This design comes from an exercise in tuning for a short achievable clock period and few clock cycles on the open sky130 flow, not from production work. Function was checked by simulation only, so behaviour that the tests miss may differ from the original. Power and IR drop assume default switching activity.

`flow/run.sh`:
```
#!/bin/bash
# synth_recipe.tcl (not shown) runs the flow's synth.tcl, then flattens the netlist and writes it again
# the make line also repeats each setting of config.mk as NAME=value (left out here)
make -C /OpenROAD-flow-scripts/flow DESIGN_CONFIG=/design/flow/config.mk WORK_HOME=/design/flow/orfs CLKGATE_MAP_FILE= SYNTH_SCRIPT=/design/flow/synth_recipe.tcl finish
```
`flow/design.v`:
```
module bird (
		input clk,
		input [15:0] data_in,
		output reg [15:0] data_out,
		output reg [15:0] address,
		output memwt,
		input rst
		);
reg sF;      
reg sIMM;    
reg sLDD;    
reg sSTW;    
reg sPUSH;   
reg sPOPR;   
reg sCALLW;  
reg sOFF;    
reg sRETR;   
reg sFIX;    
reg fix_ret;
reg [15:0] pc;
reg [15:0] rf [0:7];      
reg [15:0] r7p1;          
reg r7s;
reg zf;
reg as_pc;                
reg [15:0] aq;
reg [15:0] dq;
reg wt_q;
reg [7:0] rd_oh;          
reg exv;
reg [7:0] ex_rd_oh;
reg [15:0] opa, opb;      
reg [15:0] opx, opy;      
reg cin;
reg s_arith, s_and, s_or, s_xor, s_mov, s_not;   
localparam CW = 3;
localparam CN = 1 << CW;
reg [CN-1:0] c_v, c_call;
reg [15:0] c_d [0:CN-1];
wire [15:0] r7 = rf[7];
always @* begin
	address = as_pc ? pc : aq;
	data_out = dq;
end
assign memwt = wt_q;
function [15:0] ksadd(input [15:0] x, input [15:0] y, input cin);
	reg [15:0] g, p, gn, pn;
	integer d, j;
	begin
		p = x ^ y;
		g = x & y;
		g[0] = g[0] | (p[0] & cin);
		for (d = 1; d < 16; d = d * 2) begin
			gn = g; pn = p;
			for (j = d; j < 16; j = j + 1) begin
				gn[j] = g[j] | (p[j] & g[j-d]);
				pn[j] = p[j] & p[j-d];
			end
			g = gn; p = pn;
		end
		ksadd = (x ^ y) ^ {g[14:0], cin};
	end
endfunction
wire [15:0] a = opa;
wire [15:0] b = opb;
wire [15:0] sum = ksadd(opx, opy, cin);
wire [15:0] result = ({16{s_arith}} & sum) | ({16{s_and}} & (a & b)) |
	({16{s_or}} & (a | b)) | ({16{s_xor}} & (a ^ b)) | ({16{s_mov}} & b) |
	{15'd0, s_not & (b == 16'd0)};
wire zres = s_arith ? ((opx ^ opy) == {opx[14:0] | opy[14:0], cin}) :
	s_and ? ((a & b) == 16'd0) :
	s_or ? ((a | b) == 16'd0) :
	s_xor ? (a == b) :
	s_mov ? (b == 16'd0) :
	s_not ? (b != 16'd0) : 1'b1;
wire zf_now = exv ? zres : zf;
wire [3:0] op = data_in[15:12];
wire isLDI = op == 4'd1;
wire isLD  = op == 4'd2;
wire isST  = op == 4'd3;
wire isJZ  = op == 4'd4;
wire isJMP = op == 4'd5;
wire isALU = op == 4'd7;
wire isPUSH = op == 4'd8;
wire isPOP = op == 4'd9;
wire isCALL = op == 4'd10;
wire isRET = op == 4'd11;
wire [2:0] d_rd = data_in[2:0];
wire [2:0] d_ra = data_in[5:3];
wire [2:0] d_rs = data_in[8:6];
wire [2:0] d_f = data_in[11:9];
wire [2:0] d_u = data_in[8:6];
wire [15:0] opa_n = (exv & ex_rd_oh[d_rs]) ? result : rf[d_rs];
wire [15:0] opb_n = (exv & ex_rd_oh[d_ra]) ? result : rf[d_ra];
wire [15:0] r7_n = (exv & ex_rd_oh[7]) ? result : r7;
wire [CW-1:0] cidx = r7p1[CW-1:0];
wire chit = c_v[cidx];
wire [15:0] cd = c_d[cidx];
wire ccall = c_call[cidx];
wire r7busy = r7s | (exv & ex_rd_oh[7]);
wire popok = sF & ~r7busy & chit & ~ccall;
wire retok = sF & ~r7busy & chit & ccall;
wire [15:0] pc1 = pc + 16'd1;
wire [15:0] pc2 = pc + 16'd2;
wire [15:0] r7p2 = r7p1 + 16'd1;
wire [15:0] jks = ksadd({4'd0, pc[11:0]}, {4'd0, data_in[11:0]}, 1'b0);
wire [12:0] jlo = jks[12:0];
wire [3:0] pch = pc[15:12];
wire [3:0] pch_p1 = pch + 4'd1;
wire [3:0] pch_m1 = pch - 4'd1;
wire [15:0] jtarget = {data_in[15] ? (jlo[12] ? pch : pch_m1) : (jlo[12] ? pch_p1 : pch), jlo[11:0]};
wire pop_fast = isPOP & popok;
wire ret_fast = isRET & retok;
wire stk_fast = pop_fast | ret_fast;
wire nIMM = sF & isLDI;
wire nLDD = sF & isLD;
wire nSTW = sF & isST;
wire nPUSH = sF & isPUSH;
wire nCALLW = sF & isCALL;
wire nOFF = sF & ((isJZ & zf_now) | isJMP) | sCALLW;
wire nFIX = sF & (isPOP | isRET) & r7busy;
wire nPOPR = sF & isPOP & ~r7busy & ~(chit & ~ccall) | sFIX & ~fix_ret;
wire nRETR = sF & isRET & ~r7busy & ~(chit & ccall) | sFIX & fix_ret;
wire nF = ~(nIMM | nLDD | nSTW | nPUSH | nCALLW | nOFF | nFIX | nPOPR | nRETR);
integer i;
always @(posedge clk) begin
	if (rst) begin
		{sF, sIMM, sLDD, sSTW, sPUSH, sPOPR, sCALLW, sOFF, sRETR, sFIX} <= 10'b1000000000;
		pc <= 16'd0;
		zf <= 1'b0;
		exv <= 1'b0;
		r7s <= 1'b1;
		as_pc <= 1'b1;
		wt_q <= 1'b0;
		c_v <= {CN{1'b0}};
	end else begin
		{sF, sIMM, sLDD, sSTW, sPUSH, sPOPR, sCALLW, sOFF, sRETR, sFIX} <=
			{nF, nIMM, nLDD, nSTW, nPUSH, nPOPR, nCALLW, nOFF, nRETR, nFIX};
		as_pc <= nF | nIMM | nOFF | nFIX;
		wt_q <= nSTW | nPUSH | nCALLW;
		if (sF)
			pc <= isJZ ? (zf_now ? pc1 : pc2) : ret_fast ? cd : pc1;
		else if (sIMM) pc <= pc1;
		else if (sOFF) pc <= jtarget;
		else if (sRETR) pc <= data_in;
		exv <= sF & isALU;
		if (exv) zf <= zres;
		if (stk_fast | sPOPR | sRETR) r7p1 <= r7p2;
		else if (sPUSH | sCALLW) r7p1 <= r7;
		else if (sFIX) r7p1 <= r7 + 16'd1;
		if (sPUSH | sCALLW | sFIX) r7s <= 1'b0;
		else if ((exv & ex_rd_oh[7]) | ((sIMM | sLDD | sPOPR) & rd_oh[7]) | (pop_fast & d_rd == 3'd7))
			r7s <= 1'b1;
		if ((exv & ex_rd_oh[7]) | ((sIMM | sLDD | sPOPR) & rd_oh[7]) | (pop_fast & d_rd == 3'd7))
			c_v <= {CN{1'b0}};
		else begin
			if (sPUSH | sCALLW) c_v[r7[CW-1:0]] <= 1'b1;
			if (stk_fast | sPOPR | sRETR) c_v[cidx] <= 1'b0;
			if (sSTW & (aq[15:CW] == r7p1[15:CW] | aq[15:CW] == r7p1[15:CW] + 1'b1))
				c_v[aq[CW-1:0]] <= 1'b0;
		end
	end
	if (sPUSH | sCALLW) begin
		c_call[r7[CW-1:0]] <= sCALLW;
		c_d[r7[CW-1:0]] <= sCALLW ? pc1 : dq;
	end
	if (sF) begin
		fix_ret <= isRET;
		rd_oh <= 8'd1 << d_rd;
	end
	dq <= isCALL ? pc1 : opa_n;
	aq <= sFIX ? r7 + 16'd1 : (isLD | isST) ? opb_n : (isPUSH | isCALL) ? r7_n : r7p1;
	begin
		ex_rd_oh <= 8'd1 << d_rd;
		opa <= opa_n;
		opb <= opb_n;
		opx <= (d_f == 3'd7) ? {16{d_u == 3'd3}} : opa_n;
		opy <= (d_f == 3'd1) ? ~opb_n : opb_n;
		cin <= (d_f == 3'd1) | (d_f == 3'd7 & d_u == 3'd2);
		s_arith <= (d_f == 3'd0) | (d_f == 3'd1) | (d_f == 3'd7 & (d_u == 3'd2 | d_u == 3'd3));
		s_and <= d_f == 3'd2;
		s_or <= d_f == 3'd3;
		s_xor <= d_f == 3'd4;
		s_mov <= d_f == 3'd7 & d_u == 3'd1;
		s_not <= d_f == 3'd7 & d_u == 3'd0;
	end
	for (i = 0; i < 8; i = i + 1) begin
		if (pop_fast & d_rd == i)
			rf[i] <= cd;
		else if (exv & ex_rd_oh[i])
			rf[i] <= result;
		else if ((sIMM | sLDD | sPOPR) & rd_oh[i])
			rf[i] <= data_in;
		else if (i == 7) begin
			if (stk_fast | sPOPR | sRETR) rf[7] <= r7p1;
			else if (sPUSH | sCALLW) rf[7] <= r7 - 16'd1;
		end
	end
end
endmodule
```
`flow/constraint.sdc`:
```
create_clock -name core_clock -period 7.0 [get_ports {clk}]
set_input_delay 1.4000 -clock core_clock [delete_from_list [all_inputs] [get_ports {clk}]]
set_output_delay 1.4000 -clock core_clock [all_outputs]
set_load 0.01 [all_outputs]
```
`flow/config.mk`:
```
export PLATFORM = sky130hd
export DESIGN_NAME = bird
export DESIGN_NICKNAME = bird
export VERILOG_FILES = /design/flow/design.v
export SDC_FILE = /design/flow/constraint.sdc
export NUM_CORES = 4
export LEC_CHECK = 0
export ABC_CLOCK_PERIOD_IN_PS = 3000
export CAP_MARGIN = 20
export CORE_MARGIN = 2
export CORE_UTILIZATION = 40
export SETUP_SLACK_MARGIN = 4
export SLEW_MARGIN = 20
```
==> reports/results.md, run 1 <==
| Group | Item | Value |
|---|---|---|
| setup path | WP data required | 7.40 ns |
| sta | Final number of setup-violating endpoints | 0 |
| final layout | Filler Cell Count | 5631 |
| setup path | Signal arrival time at the worst endpoint | 3.77 ns |
| route | 1st-iter DRT viols | 3456 |
| sta | Final hold viol count | 0 |
| sta | Worst-Margin Slew | 1.33 ns |
| die | I/O pin cnt | 51 |
| clock network | Clock sink count | 442 |
| setup path | Worst setup path startpoint | r7p1[0] |
| setup path | Worst path top cell family by delay | multiplexers |
| yosys | Sequential element share of the synthesized area | 0.435 |
| die | Total number of placement rows | 95 |
| clock network | Clock buffers created by TritonCTS | 51 |
| route | Total Routed Length | 120000 µm |
| yosys | Synth Area in Compound Gates | 0.190 |
| final layout | Post-layout instance area | 35600 µm² |
| placement | Last weighted congestion value of the routability-driven placer | 0.947 |
| setup path | Worst path buffer plus inverter count | 5 |
| yosys | Synth Cell Area | 27000 µm² |
| die | Starting utilization of the core area | 0.403 |
| sta | Ratio of final minimum period to clock period | 0.482 |
| die | Die boundary height | 264 µm |
| die | Area of the core | 66900 µm² |
| yosys | Synthesized area per cell | 9.45 µm² |
| setup path | Critical path class | reg -> reg |
| sta | Largest clock skew in the final design | 0.0559 ns |
| final layout | Nets | 3119 |
| yosys | Syn_nets | 2967 |
| yosys | Count of flip-flops with a built-in enable after synthesis | 289 |
| yosys | Yosys warnings | 2 |
| setup path | Slowest stage delay, CP | 0.56 ns |
| final layout | Leading cell type in the layout, fill and taps excluded | edfxtp_1 |
| final layout | Commonest cells after routing, fill and taps aside | 289 x edfxtp_1, 273 x nand2_1, 170 x nor2_1 |
| outcome | Result of the run | no timing/DRC/antenna violations |
| clock network | Clk pin slew, worst setup/hold paths | 0.07 ns |
| sta | Fmax | 296 MHz |
| route | Number of detailed-routing iterations run before antenna repair | 12 |
| clock network | Clock latency reported for the late side of the worst-skew pair | 0.67 ns |
| yosys | Share of synthesized area spent on multiplexers | 0.0906 |
| setup path | Critical Path Source Type | flop |
| worst hold path | Origin of the worst min-delay path | r7s |
| final layout | Share of final-layout standard cells stronger than drive strength 1 | 0.293 |
| sta | Slew Limit Fails | 0 |
| clock network | TritonCTS clock tree | done |
| yosys | Register bit total from synthesis | 442 |
| yosys | Cells after Synth | 2856 |
| setup path | Worst Setup End Kind | flop |
| die | Die W | 264 µm |
| yosys | Post-synthesis share of cell area spent on xor and xnor gates | 0.0490 |
| setup path | Cell Chain, Critical Path | buf_6 > mux4_2 > or3b_4 > a2111oi_4 > buf_4 > buf_12 > buf_6 > nand2_4 > or2_4 > buf_12 > mux2_4 |
| grt | Via count of the first global-routing pass | 24.5k |
| power and ir drop | Total power per unit cell area | 221 nW/µm² |
| yosys | Area leader, netlist | edfxtp_1 |
| die | Die footprint | 69500 µm² |
| clock network | H-Tree Level Count | 2 |
| sta | Accumulated negative setup slack | 0 ns |
| yosys | Top FF cell, synth | edfxtp_1 |
| setup path | Max Fanout on Critical Path | 8 |
| clock network | CTS Hold Bufs | 0 |
| clock network | Root buffer cell | clkbuf_16 |
| sta | RSZ-0062 raised after global routing | true |
| yosys | Post-synthesis adder-cell area fraction | 0.0442 |
| final layout | Area used by sequential logic in the layout | 11800 µm² |
| worst hold path | Kind of path behind the tightest hold check | reg -> reg |
| sta | Post-Route Hold Slack | 0.520 ns |
| power and ir drop | Cell leakage power | 13.0 nW |
| grt | GRT Util Overall | 0.327 |
| yosys | Fraction of registers with async set/reset | 0 |
| grt | Total congestion overflow after global routing | 0 |
| clock network | Maximum root-to-sink buffer count | 3 |
| grt | Number of antenna violations at the first check in global routing | 8 |
| yosys | Top cell type's share of synthesized area | 0.322 |
| setup path | Origin of the critical flop-to-flop path | r7p1[0] |
| route | Number of vias after detailed routing | 26.0k |
| placement | Number of I/O port buffers | 50 |
| power and ir drop | Max IR drop VDD | 0.000229 V |
| route | Post-route antenna net violation count | 0 |
| yosys | Share of synthesized cell area in and, or, nand and nor gates | 0.137 |
| route | DRC violation count after routing | 0 |
| route | DR vias/cell | 6.63 |
| yosys | Cells taking the most area after synthesis | edfxtp_1 32%, dfxtp_1 11%, nand2_1 4.4%, mux4_2 4.2%, ha_1 4.1% |
| setup path | Crit path max-delay cell type | mux4_2 |
| final layout | Share of the core filled with cells in the final layout | 0.533 |
| sta | Relative slew slack | 0.0924 |
| final layout | Multi-input gate area in the final layout | 16500 µm² |
| yosys | Main combinational cell family by area after synthesis | compound AO/OA/AOI/OAI gates |
| grt | Pin count of the biggest net entering global routing | 48 |
| yosys | Count of different cell masters after synthesis | 85 |
| placement | Area post-placement | 28700 µm² |
| route | Avg WL per Cell | 30.5 µm |
| sta | Clock period minus worst slack | 3.37 ns |
| placement | Dpl hpwl | 71400 µm |
| grt | Global-route wire length before repair | 167000 µm |
| final layout | Syn-to-layout area delta | 32.1% |
| job | Max-cap violations | 0 |
==> worst register-to-register path: stages, from the launching register on <==
cell and delay (ns):
edfxtp_1 0.37, buf_6 0.14, mux4_2 0.56, or3b_4 0.43, a2111oi_4 0.35, buf_4 0.18
buf_12 0.10, buf_6 0.09, nand2_4 0.04, or2_4 0.35, buf_12 0.20, mux2_4 0.30
==> synthesized netlist by cell type (all sizes together) (65+ instances only) <==
library cell / number
edfxtp: 289
a21oi: 195
nand2: 314
dfxtp: 153
ha: 89
mux2i: 65
o211ai: 117
nor2: 218
xnor2: 76
xor2: 75
inv: 129
clkbuf: 200
o21ai: 234
==> report_power, final <==
group | switching [mW] | internal (mW)
registers | 0.154 | 2.92
logic | 1.16 | 0.801
clock network | 1.22 | 1.64
==> layout make-up <==
class                           count  area share
Antenna cell                        5    0.000351
Inverter                          132      0.0147
Sequential cell                   442       0.331
Tap cell                          873      0.0306
Clock buffer                       72      0.0415
Multi-Input combinational cell   2055       0.462
Clock inverter                     23     0.00863
Timing Repair Buffer              326       0.111
==> final timing paths <==
check               to  slack (ns)  cells past startpoint
min reg2reg        r7s        0.52                      2
min                r7s        0.52                      2
max reg2reg  rf[6][15]        3.63                     11
max          rf[6][15]        3.63                     11
==> through the flow <==
step / std cells / setup slack, ns / power [mW]
after CTS: 3860 / 3.70 / 7.63
after global routing: 3923 / 3.57 / 8.09
after global placement: 3606 / 2.00 / 4.52
final: 3928 / 3.63 / 7.89
after detailed placement: 3606 / 1.95 / 4.55
after floorplan: 2856 / 3.31 / 3.97
==> routing by layer <==
layer / share of wire / global-route usage / vias up
met4: 0.081 / 0.199 / 12
met5: 0.0013 / 0.0125 / -
met1: 0.36 / 0.401 / 12500
met2: 0.42 / 0.488 / 1970
met3: 0.14 / 0.123 / 627
li1: - / - / 10900
==> logic make-up after synthesis <==
| kind of cell | Yosys count |
|---|---|
| and+or+nand+nor | 809 |
| AOI/OAI and AO/OA | 806 |
| DFF | 442 |
| buffers and inverters | 381 |
| muxes | 174 |
| xor gates and xnor gates | 151 |
| adders and majority gates | 93 |
==> timing repair <==
action	4_1_cts	5_1_grt
endpoints found under the setup margin	498	433
gates cloned	37	7
setup buffers	122	56
resized for setup	529	221
pin swaps	110	85
Testbench counts, summed over its fixed seeds: cycles 82,373.
==> inputs of run 2 (changes only) <==
--- a/flow/config.mk
+++ b/flow/config.mk
@@ -8,6 +8,6 @@
 export ABC_CLOCK_PERIOD_IN_PS = 3000
 export CAP_MARGIN = 20
 export CORE_MARGIN = 2
-export CORE_UTILIZATION = 40
-export SETUP_SLACK_MARGIN = 4
+export CORE_UTILIZATION = 35
+export SETUP_SLACK_MARGIN = 5
 export SLEW_MARGIN = 20
==> run 2 against run 1 <==
Net effect: critical endpoint is now rf[0][7]; cell count increased by 9.5%; flip-flop and latch count stayed put; final area is 10% higher; first-iteration DRC count rose by 26%; area after synthesis is the same.
==> reports/results.md, run 2 <==
| Group | Item | Value |
|---|---|---|
| final layout | Syn-to-layout area delta | 45.9% |
| sta | Worst-Margin Slew | 1.20 ns |
| route | 1st-iter DRT viols | 4362 |
| clock network | Root buffer cell | clkbuf_16 |
| clock network | H-Tree Level Count | 2 |
| route | Length of routed wiring on met1 | 45200 µm |
| worst hold path | Kind of path behind the tightest hold check | reg -> reg |
| sta | Largest clock skew in the final design | 0.0746 ns |
| sta | Final number of setup-violating endpoints | 0 |
| yosys | Top FF cell, synth | edfxtp_1 |
| final layout | Post-layout instance area | 39400 µm² |
| sta | Relative slew slack | 0.197 |
| clock network | TritonCTS clock tree | done |
| clock network | Maximum root-to-sink buffer count | 3 |
| worst hold path | Worst hold path cell count | 2 |
| yosys | Area leader, netlist | edfxtp_1 |
| clock network | Clock sink count | 442 |
| sta | Final worst-path setup slack | 3.55 ns |
| yosys | Most frequently used cell type in the post-synthesis netlist | nand2_1 |
| yosys | Cells after Synth | 2856 |
| power and ir drop | Pint | 5.49 mW |
| final layout | Filler Cell Count | 6403 |
| setup path | WP data required | 7.38 ns |
| final layout | Share of final-layout standard cells stronger than drive strength 1 | 0.395 |
| sta | Final hold viol count | 0 |
| route | Met2 routed wirelength | 52600 µm |
| yosys | Fraction of registers with async set/reset | 0 |
| yosys | Syn_nets | 2967 |
| route | Number of detailed-routing iterations run before antenna repair | 21 |
| power and ir drop | Switching pwr | 2.69 mW |
| clock network | Clock buffers created by TritonCTS | 50 |
| final layout | Multi-input gate area in the final layout | 17600 µm² |
| grt | Via count of the first global-routing pass | 25.0k |
| power and ir drop | Total power per unit cell area | 208 nW/µm² |
| setup path | Slowest stage delay, CP | 0.55 ns |
| placement | Area post-placement | 29400 µm² |
| power and ir drop | Part of the power in combinational logic | 0.288 |
| die | Starting utilization of the core area | 0.355 |
| placement | Dpl hpwl | 70300 µm |
| yosys | Count of flip-flops with a built-in enable after synthesis | 289 |
| route | Total Routed Length | 128000 µm |
| yosys | Top cell type's share of synthesized area | 0.322 |
| final layout | Non-Filler Instances | 4302 |
| sta | Ratio of final minimum period to clock period | 0.493 |
| clock network | CTS Hold Bufs | 0 |
| power and ir drop | Switching power share of the total | 0.329 |
| placement | Last weighted congestion value of the routability-driven placer | 0.915 |
| placement | Placed cell count | 3768 |
| final layout | Area used by sequential logic in the layout | 11800 µm² |
| final layout | Nets | 3336 |
| grt | Number of antenna violations at the first check in global routing | 11 |
| placement | Post-Place Worst Slack | 1.73 ns |
| grt | Total congestion overflow after global routing | 0 |
| clock network | Clk pin slew, worst setup/hold paths | 0.06 ns |
| die | Area of the core | 76100 µm² |
| grt | Global-route wire length before repair | 172000 µm |
| yosys | Synthesized area per cell | 9.45 µm² |
| clock network | Clock latency reported for the late side of the worst-skew pair | 0.69 ns |
| setup path | Worst Setup End Kind | flop |
| final layout | Share of the core filled with cells in the final layout | 0.517 |
| sta | Slew Limit Fails | 0 |
| sta | Post-Route Hold Slack | 0.519 ns |
| die | Die footprint | 79300 µm² |
| yosys | Sequential element share of the synthesized area | 0.435 |
| setup path | Critical Path Source Type | flop |
| setup path | Cell Chain, Critical Path | buf_6 > mux4_2 > or3b_4 > a2111oi_4 > buf_4 > and2_4 > buf_12 > buf_12 > nand2_8 > mux2_4 |
| placement | Number of I/O port buffers | 50 |
| yosys | Register bit total from synthesis | 442 |
| setup path | Signal arrival time at the worst endpoint | 3.83 ns |
| yosys | Count of different cell masters after synthesis | 85 |
| power and ir drop | Cell leakage power | 14.6 nW |
| route | Total met3 wirelength after detailed routing | 19200 µm |
| yosys | Synth Cell Area | 27000 µm² |
| setup path | Crit path max-delay cell type | mux4_2 |
| route | Number of vias after detailed routing | 27.5k |
| grt | Pin count of the biggest net entering global routing | 47 |
| sta | RSZ-0062 raised after global routing | true |
| final layout | Leading cell type in the layout, fill and taps excluded | edfxtp_1 |
| power and ir drop | Clk network pwr share | 0.334 |
| die | Total number of placement rows | 101 |
| die | Die W | 282 µm |
| route | Avg WL per Cell | 29.8 µm |
| setup path | Critical path class | reg -> reg |
| die | I/O pin cnt | 51 |
| job | Max-cap violations | 0 |
| sta | Accumulated negative setup slack | 0 ns |
| route | DR vias/cell | 6.39 |
| power and ir drop | Sequential power share | 0.378 |
| yosys | Top post-synthesis cells by count | 314 x nand2_1, 289 x edfxtp_1, 217 x nor2_1 |
| power and ir drop | Tot Pwr | 8.18 mW |
| setup path | Max Fanout on Critical Path | 8 |
| setup path | Cell with the most instances on the worst path | buf_12 |
| yosys | Cells taking the most area after synthesis | edfxtp_1 32%, dfxtp_1 11%, nand2_1 4.4%, mux4_2 4.2%, ha_1 4.1% |
| route | DRC violation count after routing | 0 |
| yosys | Yosys warnings | 2 |
| setup path | Depth of the worst register-to-register path | 10 |
| sta | Fmax | 290 MHz |
| outcome | Result of the run | no timing/DRC/antenna violations |
| route | Post-route antenna net violation count | 0 |
| die | Die boundary height | 282 µm |
| power and ir drop | Max IR drop VDD | 0.000264 V |
| grt | GRT Util Overall | 0.297 |
| sta | Clock period minus worst slack | 3.45 ns |
| route | Max Used Layer | met5 |
| final layout | Commonest cells after routing, fill and taps aside | 289 x edfxtp_1, 270 x nand2_1, 237 x buf_4 |
==> run 2: cell count changes in the layout (fill, tap and decap cells not counted), sizes merged <==
cell,previous run,this run
clkdlybuf4s50,11,0
bufbuf,3,9
bufinv,4,3
nand3,53,50
or4,7,9
dlymetal6s2s,3,0
dlygate4sd2,8,1
clkbuf,79,75
inv,127,129
nand2,327,329
buf,294,524
clkinv,18,22
==> run 2: what timing repair did <==
item,in CTS,in global routing
gates cloned,40,8
endpoints found under the hold margin,0,0
setup endpoints to repair,705,576
gates resized for setup,801,294
buffers inserted,262,125
pin swaps,168,152
==> run 2: area by class of cell <==
cell class,instances,area share
multi-input combinational,2056,0.446
sequential,442,0.301
timing repair buffer,543,0.163
clock buffer,66,0.0352
tap,1030,0.0327
inverter,132,0.0145
clock inverter,28,0.00718
antenna,5,0.000318
==> run 2: cell families after synthesis <==
kind of cell | share of synthesized area
fa+ha+maj | 0.0442
xor+xnor | 0.0490
buf+inv | 0.0542
flops | 0.435
compound gates | 0.190
simple gates | 0.137
mux | 0.0906
==> run 2: worst max-delay path: cells and delay by family, from the launching register on <==
family,cells,cell delay (ns)
DFF,1,0.37
AOI/OAI and AO/OA,1,0.51
buffers and inverters,4,0.58
muxes,2,0.95
and+or+nand+nor,3,0.74
==> run 2: layer usage <==
layer | track usage | vias to the layer above
met5 | 0 | -
met4 | 0.178 | 13
met3 | 0.116 | 763
met2 | 0.435 | 2277
met1 | 0.369 | 13100
li1 | - | 11300
==> run 2: path summary, 6_finish.rpt <==
path | slack, ns | from | endpoint
max reg2reg | 3.55 | r7p1[0] | rf[0][7]
max | 3.55 | r7p1[0] | rf[0][7]
min | 0.52 | r7s | r7s
min reg2reg | 0.52 | r7s | r7s
==> run 2: power groups by stage <==
| stage | Clock, mW | Combinational (mW) | Sequential [mW] |
|---|---|---|---|
| after CTS | 2.72 | 1.98 | 3.07 |
| after global routing | 2.83 | 2.43 | 3.09 |
| final | 2.73 | 2.36 | 3.09 |
| after global placement | 0 | 1.46 | 3.11 |
| after detailed placement | 0 | 1.47 | 3.11 |
| after floorplan | 0 | 0.997 | 3.03 |

## what the ideal ports hide
In the flow no input, the clock included, has a driving cell. The finished layouts below were timed again as built, in two steps. Step 1 sets driving cells, clkbuf_16 on the clock port and buf_2 on the other inputs (assumed; they add their load-dependent delay and slew). Step 2 moves the port delays by t, midway between the first and last clock arrival at a register: inputs arrive t later, outputs are due t later. That takes back most of the time a late clock gives input paths. a / b / c = no drivers / after step 1 / after step 2; a / b = the first two.
run	t, ns	slack for setup (ns)	hold slack, ns
run 1	0.703	3.627 / 3.627 / 3.044	0.520 / 0.520 / 0.520
run 2	0.717	3.550 / 3.550 / 2.987	0.519 / 0.519 / 0.519
After both steps setup and hold are still met in every run listed. For run 1, which loses most, drivers alone change the setup slack by 0.000 ns; drivers and shift together by -0.583 ns.
